Context: an optimization exercise on an open-source flow, tuned for small area and a short achievable clock period. The choices shown serve that exercise and are no tape-out recipe.
RTL that was checked went through simulation tests only; none was proved equivalent to the original.

Setup of the reference run:
// MAC
module MAC(A,B,out,clk,reset);
  input [15:0] A,B;
  input clk,reset;
  output [35:0] out;
  reg [35:0] x;
  reg [35:0] y;
  wire [35:0] acc = out;
  wire [35:0] nx, ny;
  wire na0, nb0;
  INV uia0 (A[0], na0);
  INV uib0 (B[0], nb0);
  wire na1, nb1;
  INV uia1 (A[1], na1);
  INV uib1 (B[1], nb1);
  wire na2, nb2;
  INV uia2 (A[2], na2);
  INV uib2 (B[2], nb2);
  wire na3, nb3;
  INV uia3 (A[3], na3);
  INV uib3 (B[3], nb3);
  wire na4, nb4;
  INV uia4 (A[4], na4);
  INV uib4 (B[4], nb4);
  wire na5, nb5;
  INV uia5 (A[5], na5);
  INV uib5 (B[5], nb5);
  wire na6, nb6;
  INV uia6 (A[6], na6);
  INV uib6 (B[6], nb6);
  wire na7, nb7;
  INV uia7 (A[7], na7);
  INV uib7 (B[7], nb7);
  wire na8, nb8;
  INV uia8 (A[8], na8);
  INV uib8 (B[8], nb8);
  wire na9, nb9;
  INV uia9 (A[9], na9);
  INV uib9 (B[9], nb9);
  wire na10, nb10;
  INV uia10 (A[10], na10);
  INV uib10 (B[10], nb10);
  wire na11, nb11;
  INV uia11 (A[11], na11);
  INV uib11 (B[11], nb11);
  wire na12, nb12;
  INV uia12 (A[12], na12);
  INV uib12 (B[12], nb12);
  wire na13, nb13;
  INV uia13 (A[13], na13);
  INV uib13 (B[13], nb13);
  wire na14, nb14;
  INV uia14 (A[14], na14);
  INV uib14 (B[14], nb14);
  wire na15, nb15;
  INV uia15 (A[15], na15);
  INV uib15 (B[15], nb15);
  wire pp_0_0 = ~(na0 | nb0);
  wire pp_0_1 = ~(na0 | nb1);
  wire pp_0_2 = ~(na0 | nb2);
  wire pp_0_3 = ~(na0 | nb3);
  wire pp_0_4 = ~(na0 | nb4);
  wire pp_0_5 = ~(na0 | nb5);
  wire pp_0_6 = ~(na0 | nb6);
  wire pp_0_7 = ~(na0 | nb7);
  wire pp_0_8 = ~(na0 | nb8);
  ...
Size: roughly 880 cells after synthesis, roughly 68 flip-flops, ~70 I/O pins.
clock: 18.0 ns
lec_check: 0
cap_margin: 20
core_margin: 2
core_utilization: 40
cts_buf_list: sky130_fd_sc_hd__clkbuf_8
slew_margin: 20
synth_hierarchical: 1
standard.sh (not shown) runs the stock make flow with config.mk's settings and CLKGATE_MAP_FILE= SYNTH_SCRIPT=/design/flow/synth_recipe.tcl, a recipe that flattens the netlist after the stock synthesis.
==> flow/flow/run.sh <==
#!/bin/bash
# The standard layout (standard.sh: standard synthesis and ORFS flow, SDC unchanged),
# with a hook after repair_design that sizes the port buffers and the operand inverters
# (hooks.tcl); knobs.sh holds the cell choices. make's output goes to make_flow.log, each
# ORFS step's log to orfs/logs/.
set -euo pipefail
HERE=$(cd "$(dirname "$0")" && pwd)
source "$HERE/knobs.sh"
export PORT_BUF_IN PORT_BUF_OUT OPND_INV
bash standard.sh BUFFER_PORTS_ARGS="-buffer_cell $PORT_BUF_IN" POST_RESIZE_TCL="$HERE/hooks.tcl" SETUP_SLACK_MARGIN=$MARGIN finish > make_flow.log 2>&1
Other scripts of this flow, unchanged in this note and not shown: flow/flow/hooks.tcl, flow/flow/knobs.sh
Inputs modified between the reference run and the trial run:
- CTS_BUF_LIST removed (was sky130_fd_sc_hd__clkbuf_8)
==> comparison <==
The trial run reached the end of the flow, and the finished layout is clean on the timing, DRC and antenna checks. The reference run -> the trial run: post-synthesis share of cell area spent on and, or, nand and nor gates delta 0, exact match. On fmax, the lower figure sits with the reference run, not the trial run. [compare] base=the reference run new=the trial run: share of the yosys chip area belonging to registers shows no meaningful change, area growth from synthesis to layout shows an increase of 1.1 points. The trial run: fraction of area in multi-input gates lower than the reference run. Compared with the reference run, the trial run shows a post-layout worst setup margin that is 0.083 ns higher.
Function was not checked in any run of this note: the RTL went through the layout flow alone.


Setup of run 1:
Another version of the RTL of MAC (not shown whole).
Size in the first run: ~70 I/O pins.
Settings: LEC_CHECK=0, CAP_MARGIN=20, CORE_MARGIN=2, CORE_UTILIZATION=60, PLACE_DENSITY=0.8, SLEW_MARGIN=20, SYNTH_HIERARCHICAL=1; clock period 18.0 ns.
==> flow/flow/run.sh <==
#!/bin/bash
# The standard layout (standard.sh: standard synthesis and ORFS flow, SDC unchanged),
# with a hook after repair_design that sizes the port buffers and the operand inverters
# (hooks.tcl); knobs.sh holds the cell choices. make's output goes to make_flow.log, each
# ORFS step's log to orfs/logs/.
set -euo pipefail
HERE=$(cd "$(dirname "$0")" && pwd)
source "$HERE/knobs.sh"
export PORT_BUF_IN PORT_BUF_OUT OPND_INV DOWNSIZE HOOK_MARGIN
EXTRA=()
if [[ -n "${CTS_ARGS_K:-}" ]]; then EXTRA+=("CTS_ARGS=$CTS_ARGS_K"); fi
bash standard.sh BUFFER_PORTS_ARGS="-buffer_cell $PORT_BUF_IN" POST_RESIZE_TCL="$HERE/hooks.tcl" SETUP_SLACK_MARGIN=$MARGIN ${EXTRA[@]+"${EXTRA[@]}"} finish > make_flow.log 2>&1
==> flow/flow/knobs.sh <==
PORT_BUF_IN=sky130_fd_sc_hd__buf_1
PORT_BUF_OUT=sky130_fd_sc_hd__buf_2
OPND_INV=sky130_fd_sc_hd__inv_4
MARGIN=0
DOWNSIZE=1
HOOK_MARGIN=0
CTS_ARGS_K="-sink_clustering_enable -repair_clock_nets -dont_use_dummy_load -buf_list sky130_fd_sc_hd__clkbuf_8"
Other scripts of this flow, unchanged in this note and not shown: flow/flow/hooks.tcl
Run 1: flow completed, timing, DRC and antenna clean
Input changes introduced in run 3 (baseline for comparison: run 1):
--- a/flow/flow/knobs.sh
+++ b/flow/flow/knobs.sh
@@ -3,5 +3,5 @@
 OPND_INV=sky130_fd_sc_hd__inv_4
 MARGIN=0
-DOWNSIZE=1
+DOWNSIZE=0
 HOOK_MARGIN=0
 CTS_ARGS_K="-sink_clustering_enable -repair_clock_nets -dont_use_dummy_load -buf_list sky130_fd_sc_hd__clkbuf_8"
==> comparison <==
- In run 3, setup slack is higher than in run 1.
- Going from run 1 to run 3, iteration-0 DRC count of the detailed router grew by more than 10%.
- Delta (run 3 minus run 1): final routed wirelength across all metal layers saw an increase, clock buffer and inverter area fraction after layout comparable, placement-stage worst setup slack climbed 0.0046 ns, design area now larger, maximum operating frequency now sits at about the same level.
- Run 3 against run 1: met3 global-route usage decreased 0.86 points.
No run of this note included a check of the RTL's function; only the layout flow was run.


MAC, a different RTL version from the one above (not shown whole).
Size in the first run: ~880 cells after synthesis, about 9800 um2 of cells after synthesis.
export LEC_CHECK = 0
export CAP_MARGIN = 20
export CORE_MARGIN = 2
export CORE_UTILIZATION = 60
export GPL_ROUTABILITY_DRIVEN = 0
export PLACE_DENSITY = 0.8
export SLEW_MARGIN = 20
export SYNTH_HIERARCHICAL = 1
create_clock -name core_clock -period 18.0 [get_ports {clk}]
Scripts as last shown in full above: flow/flow/run.sh
Other scripts of this flow, unchanged in this note and not shown: flow/flow/hooks.tcl, flow/flow/knobs.sh
The starting point finished with timing, DRC and antenna clean.
Rerun with:
- CORE_UTILIZATION: 60 -> 50
- GPL_ROUTABILITY_DRIVEN: 0 -> unset
- PLACE_DENSITY: 0.8 -> 0.7
Outcome: Wire length climbs slightly; count of clock-buffer cells in the layout stays the same; die area climbs by about a fifth; final cell count climbs by a few percent; utilization drops by 10 points.


## run A
Starting RTL as in the previous note.
export LEC_CHECK = 0
export CAP_MARGIN = 20
export CORE_MARGIN = 2
export CORE_UTILIZATION = 60
export PLACE_DENSITY = 0.8
export SLEW_MARGIN = 20
export SYNTH_HIERARCHICAL = 1
create_clock -name core_clock -period 18.0 [get_ports {clk}]
==> flow/flow/hooks.tcl <==
# Sourced by ORFS after repair_design in the resize step (POST_RESIZE_TCL).
# Port buffers: inputs get $::env(PORT_BUF_IN), outputs $::env(PORT_BUF_OUT).
# Inverters fed by an input buffer (the operand inverters of the NOR partial
# products, each driving 16 gates) get $::env(OPND_INV).
set block [ord::get_db_block]
set n_in 0; set n_out 0; set n_inv 0
foreach bterm [$block getBTerms] {
  set net [$bterm getNet]
  if {$net eq "NULL"} continue
  set name [$bterm getName]
  if {$name eq "clk"} continue
  if {[$bterm getIoType] eq "INPUT"} {
    foreach it [$net getITerms] {
      set inst [$it getInst]
      set m [[$inst getMaster] getName]
      if {![string match "sky130_fd_sc_hd__*buf*" $m]} continue
      if {$m ne $::env(PORT_BUF_IN)} { replace_cell [get_cells [$inst getName]] [get_lib_cells $::env(PORT_BUF_IN)] }
      incr n_in
      foreach ot [$inst getITerms] {
        if {![$ot isOutputSignal]} continue
        set onet [$ot getNet]
        if {$onet eq "NULL"} continue
        foreach lt [$onet getITerms] {
          set li [$lt getInst]
          set lm [[$li getMaster] getName]
          if {[string match "sky130_fd_sc_hd__inv_*" $lm] && [$lt isInputSignal] && $::env(OPND_INV) ne ""} {
            replace_cell [get_cells [$li getName]] [get_lib_cells $::env(OPND_INV)]
            incr n_inv
          }
        }
      }
    }
  } else {
    foreach it [$net getITerms] {
      if {![$it isOutputSignal]} continue
      set inst [$it getInst]
      set m [[$inst getMaster] getName]
      if {![string match "sky130_fd_sc_hd__*buf*" $m]} continue
      if {$m ne $::env(PORT_BUF_OUT)} { replace_cell [get_cells [$inst getName]] [get_lib_cells $::env(PORT_BUF_OUT)] }
      incr n_out
    }
  }
}
puts "hooks: $n_in input buffers, $n_out output buffers, $n_inv operand inverters resized"

# Optional: every other cell to its drive-1 size (synthesis picks larger ones for speed),
# then repair_timing aiming at $::env(HOOK_MARGIN) ns of setup slack, so that only the
# cells on the paths that set the achieved period are sized up.
if {[info exists ::env(DOWNSIZE)] && $::env(DOWNSIZE)} {
  set n_down 0
  foreach inst [$block getInsts] {
    set m [[$inst getMaster] getName]
    if {[string match "*dfrtp*" $m] || [string match "*dfstp*" $m]} continue
    if {![regexp {^(sky130_fd_sc_hd__[a-z0-9]+)_([0-9]+)$} $m -> base sz]} continue
    if {$sz <= 1} continue
    set iname [$inst getName]
    if {[string match "input*" $iname] || [string match "output*" $iname]} continue
    if {[string match "sky130_fd_sc_hd__inv*" $m] && $::env(OPND_INV) eq $m} continue
    set lc [get_lib_cells -quiet ${base}_1]
    if {$lc eq ""} continue
    replace_cell [get_cells $iname] $lc
    incr n_down
  }
  puts "hooks: $n_down cells downsized"
}
if {[info exists ::env(HOOK_MARGIN)] && $::env(HOOK_MARGIN) > 0} {
  estimate_parasitics -placement
  puts "hooks: worst slack before [sta::worst_slack_cmd max]"
  repair_timing -setup -setup_margin $::env(HOOK_MARGIN) -match_cell_footprint -verbose
  puts "hooks: worst slack after [sta::worst_slack_cmd max]"
}
==> flow/flow/knobs.sh <==
PORT_BUF_IN=sky130_fd_sc_hd__buf_1
PORT_BUF_OUT=sky130_fd_sc_hd__buf_2
OPND_INV=sky130_fd_sc_hd__inv_4
MARGIN=0
DOWNSIZE=1
HOOK_MARGIN=0
CTS_ARGS_K="-sink_clustering_enable -repair_clock_nets -dont_use_dummy_load -buf_list sky130_fd_sc_hd__clkbuf_8"
Scripts as last shown in full above: flow/flow/run.sh
Run A ran to completion and came out clean on the timing, DRC and antenna checks.
The following lists how run B was set up differently from run A:
--- a/flow/flow/run.sh
+++ b/flow/flow/run.sh
@@ -7,5 +7,5 @@
 HERE=$(cd "$(dirname "$0")" && pwd)
 source "$HERE/knobs.sh"
-export PORT_BUF_IN PORT_BUF_OUT OPND_INV DOWNSIZE HOOK_MARGIN
+export PORT_BUF_IN PORT_BUF_OUT OPND_INV DOWNSIZE HOOK_MARGIN SWAP_CELLS HOOK_SEQ
 EXTRA=()
 if [[ -n "${CTS_ARGS_K:-}" ]]; then EXTRA+=("CTS_ARGS=$CTS_ARGS_K"); fi
--- a/flow/flow/hooks.tcl
+++ b/flow/flow/hooks.tcl
@@ -67,5 +67,23 @@
   estimate_parasitics -placement
   puts "hooks: worst slack before [sta::worst_slack_cmd max]"
-  repair_timing -setup -setup_margin $::env(HOOK_MARGIN) -match_cell_footprint -verbose
+  set seq {}
+  if {[info exists ::env(HOOK_SEQ)] && $::env(HOOK_SEQ) ne ""} { set seq [list -sequence $::env(HOOK_SEQ)] }
+  repair_timing -setup -setup_margin $::env(HOOK_MARGIN) -match_cell_footprint {*}$seq -verbose
   puts "hooks: worst slack after [sta::worst_slack_cmd max]"
 }
+
+# Optional: given cell masters swapped wholesale (e.g. every fa_1 to fa_2), from SWAP_CELLS
+# as "from1 to1 from2 to2 ...".
+if {[info exists ::env(SWAP_CELLS)] && $::env(SWAP_CELLS) ne ""} {
+  set n_sw 0
+  foreach {from to} $::env(SWAP_CELLS) {
+    set lc [get_lib_cells $to]
+    foreach inst [$block getInsts] {
+      if {[[$inst getMaster] getName] eq $from} {
+        replace_cell [get_cells [$inst getName]] $lc
+        incr n_sw
+      }
+    }
+  }
+  puts "hooks: $n_sw cells swapped"
+}
--- a/flow/flow/knobs.sh
+++ b/flow/flow/knobs.sh
@@ -3,5 +3,7 @@
 OPND_INV=sky130_fd_sc_hd__inv_4
 MARGIN=0
-DOWNSIZE=1
-HOOK_MARGIN=0
+DOWNSIZE=0
+HOOK_MARGIN=11.2
 CTS_ARGS_K="-sink_clustering_enable -repair_clock_nets -dont_use_dummy_load -buf_list sky130_fd_sc_hd__clkbuf_8"
+SWAP_CELLS=""
+HOOK_SEQ="sizeup"
[summary]
Diff run A -> run B: hold slack closely matched the old numbers, average vias per placed instance decreased by 0.40% relative to the old numbers. Higher fraction of final layout cells with drive strength greater than 1 among run A and run B: run B.
The following lists how run C was set up differently from run B:
Settings: CORE_UTILIZATION: 60 -> 40; PLACE_DENSITY: 0.8 -> unset.
==> flow/flow/run.sh <==
#!/bin/bash
# The standard layout (standard.sh: standard synthesis and ORFS flow, SDC unchanged),
# with a hook after repair_design that sizes the port buffers and the operand inverters
# (hooks.tcl); knobs.sh holds the cell choices. make's output goes to make_flow.log, each
# ORFS step's log to orfs/logs/.
set -euo pipefail
HERE=$(cd "$(dirname "$0")" && pwd)
source "$HERE/knobs.sh"
export PORT_BUF_IN PORT_BUF_OUT OPND_INV DOWNSIZE HOOK_MARGIN
bash standard.sh BUFFER_PORTS_ARGS="-buffer_cell $PORT_BUF_IN" POST_RESIZE_TCL="$HERE/hooks.tcl" SETUP_SLACK_MARGIN=$MARGIN finish > make_flow.log 2>&1
--- a/flow/flow/hooks.tcl
+++ b/flow/flow/hooks.tcl
@@ -67,23 +67,5 @@
   estimate_parasitics -placement
   puts "hooks: worst slack before [sta::worst_slack_cmd max]"
-  set seq {}
-  if {[info exists ::env(HOOK_SEQ)] && $::env(HOOK_SEQ) ne ""} { set seq [list -sequence $::env(HOOK_SEQ)] }
-  repair_timing -setup -setup_margin $::env(HOOK_MARGIN) -match_cell_footprint {*}$seq -verbose
+  repair_timing -setup -setup_margin $::env(HOOK_MARGIN) -match_cell_footprint -verbose
   puts "hooks: worst slack after [sta::worst_slack_cmd max]"
 }
-
-# Optional: given cell masters swapped wholesale (e.g. every fa_1 to fa_2), from SWAP_CELLS
-# as "from1 to1 from2 to2 ...".
-if {[info exists ::env(SWAP_CELLS)] && $::env(SWAP_CELLS) ne ""} {
-  set n_sw 0
-  foreach {from to} $::env(SWAP_CELLS) {
-    set lc [get_lib_cells $to]
-    foreach inst [$block getInsts] {
-      if {[[$inst getMaster] getName] eq $from} {
-        replace_cell [get_cells [$inst getName]] $lc
-        incr n_sw
-      }
-    }
-  }
-  puts "hooks: $n_sw cells swapped"
-}
==> flow/flow/knobs.sh <==
PORT_BUF_IN=sky130_fd_sc_hd__buf_1
PORT_BUF_OUT=sky130_fd_sc_hd__buf_2
OPND_INV=sky130_fd_sc_hd__inv_4
MARGIN=0
DOWNSIZE=0
HOOK_MARGIN=0
Results
- Between run B and run C, the sequential-to-total area share from yosys stat figures differ only marginally.
- Instance count on the critical path (run C over run B): increase, 2
- From run B to run C, total congestion overflow did not move at all.
- Delta (run C minus run B): setup slack moved down; global-route wire length before repair shows an increase of 4.4%; period utilization higher.
- The HPWL after detailed placement of run C was inferior to that of run B.
- Compared run C against run B; worst hold slack within noise.
- Status | run B and run C | clean
- When the final numbers for run B and run C were put side by side, the post-detailed-placement cell area turned out to be smaller in run B.

## separate check: timing with driven ports
The flow's constraints put no driver on any port. The routed layouts listed below were extracted and timed again, unchanged, in two steps. Step 1, drivers: a clkbuf_16 drives clk and a buf_2 each remaining input, both assumed. Step 2 adds t to the input delays and takes it off the output delays; t is the mean of the earliest and latest rising clock arrival at the registers after step 1. Input paths then give back, and output paths get back, about the clock's delay inside the block. Three values: no drivers, after step 1, after step 2; two values: the first two.
run	t, ns	setup WS [ns]	worst setup path at the end	slew at the worst register clock pin (ns)	worst data-port slew with drivers (ns)
the reference run	0.414	10.822 / 10.781 / 11.019	input to register	0.09 / 0.09	0.03
the trial run	0.393	10.905 / 10.858 / 11.017	input to register	0.07 / 0.07	0.03
run 1	0.385	11.347 / 11.360 / 10.976	input to register	0.08 / 0.08	0.04
run 3	0.385	11.352 / 11.367 / 10.982	input to register	0.08 / 0.08	0.04
the first run of note 3	0.386	11.371 / 11.345 / 11.003	input to register	0.09 / 0.09	0.03
the second run of note 3	0.393	11.324 / 11.286 / 11.000	input to register	0.08 / 0.08	0.03
run A	0.386	11.371 / 11.345 / 11.003	input to register	0.09 / 0.09	0.03
run B	0.393	11.295 / 11.254 / 11.063	input to register	0.09 / 0.09	0.03
run C	0.389	11.258 / 11.217 / 10.892	input to register	0.07 / 0.07	0.03
After both steps every run listed still meets setup and hold. For run 1, which loses most, drivers alone change the setup slack by +0.013 ns; drivers and shift together by -0.371 ns.
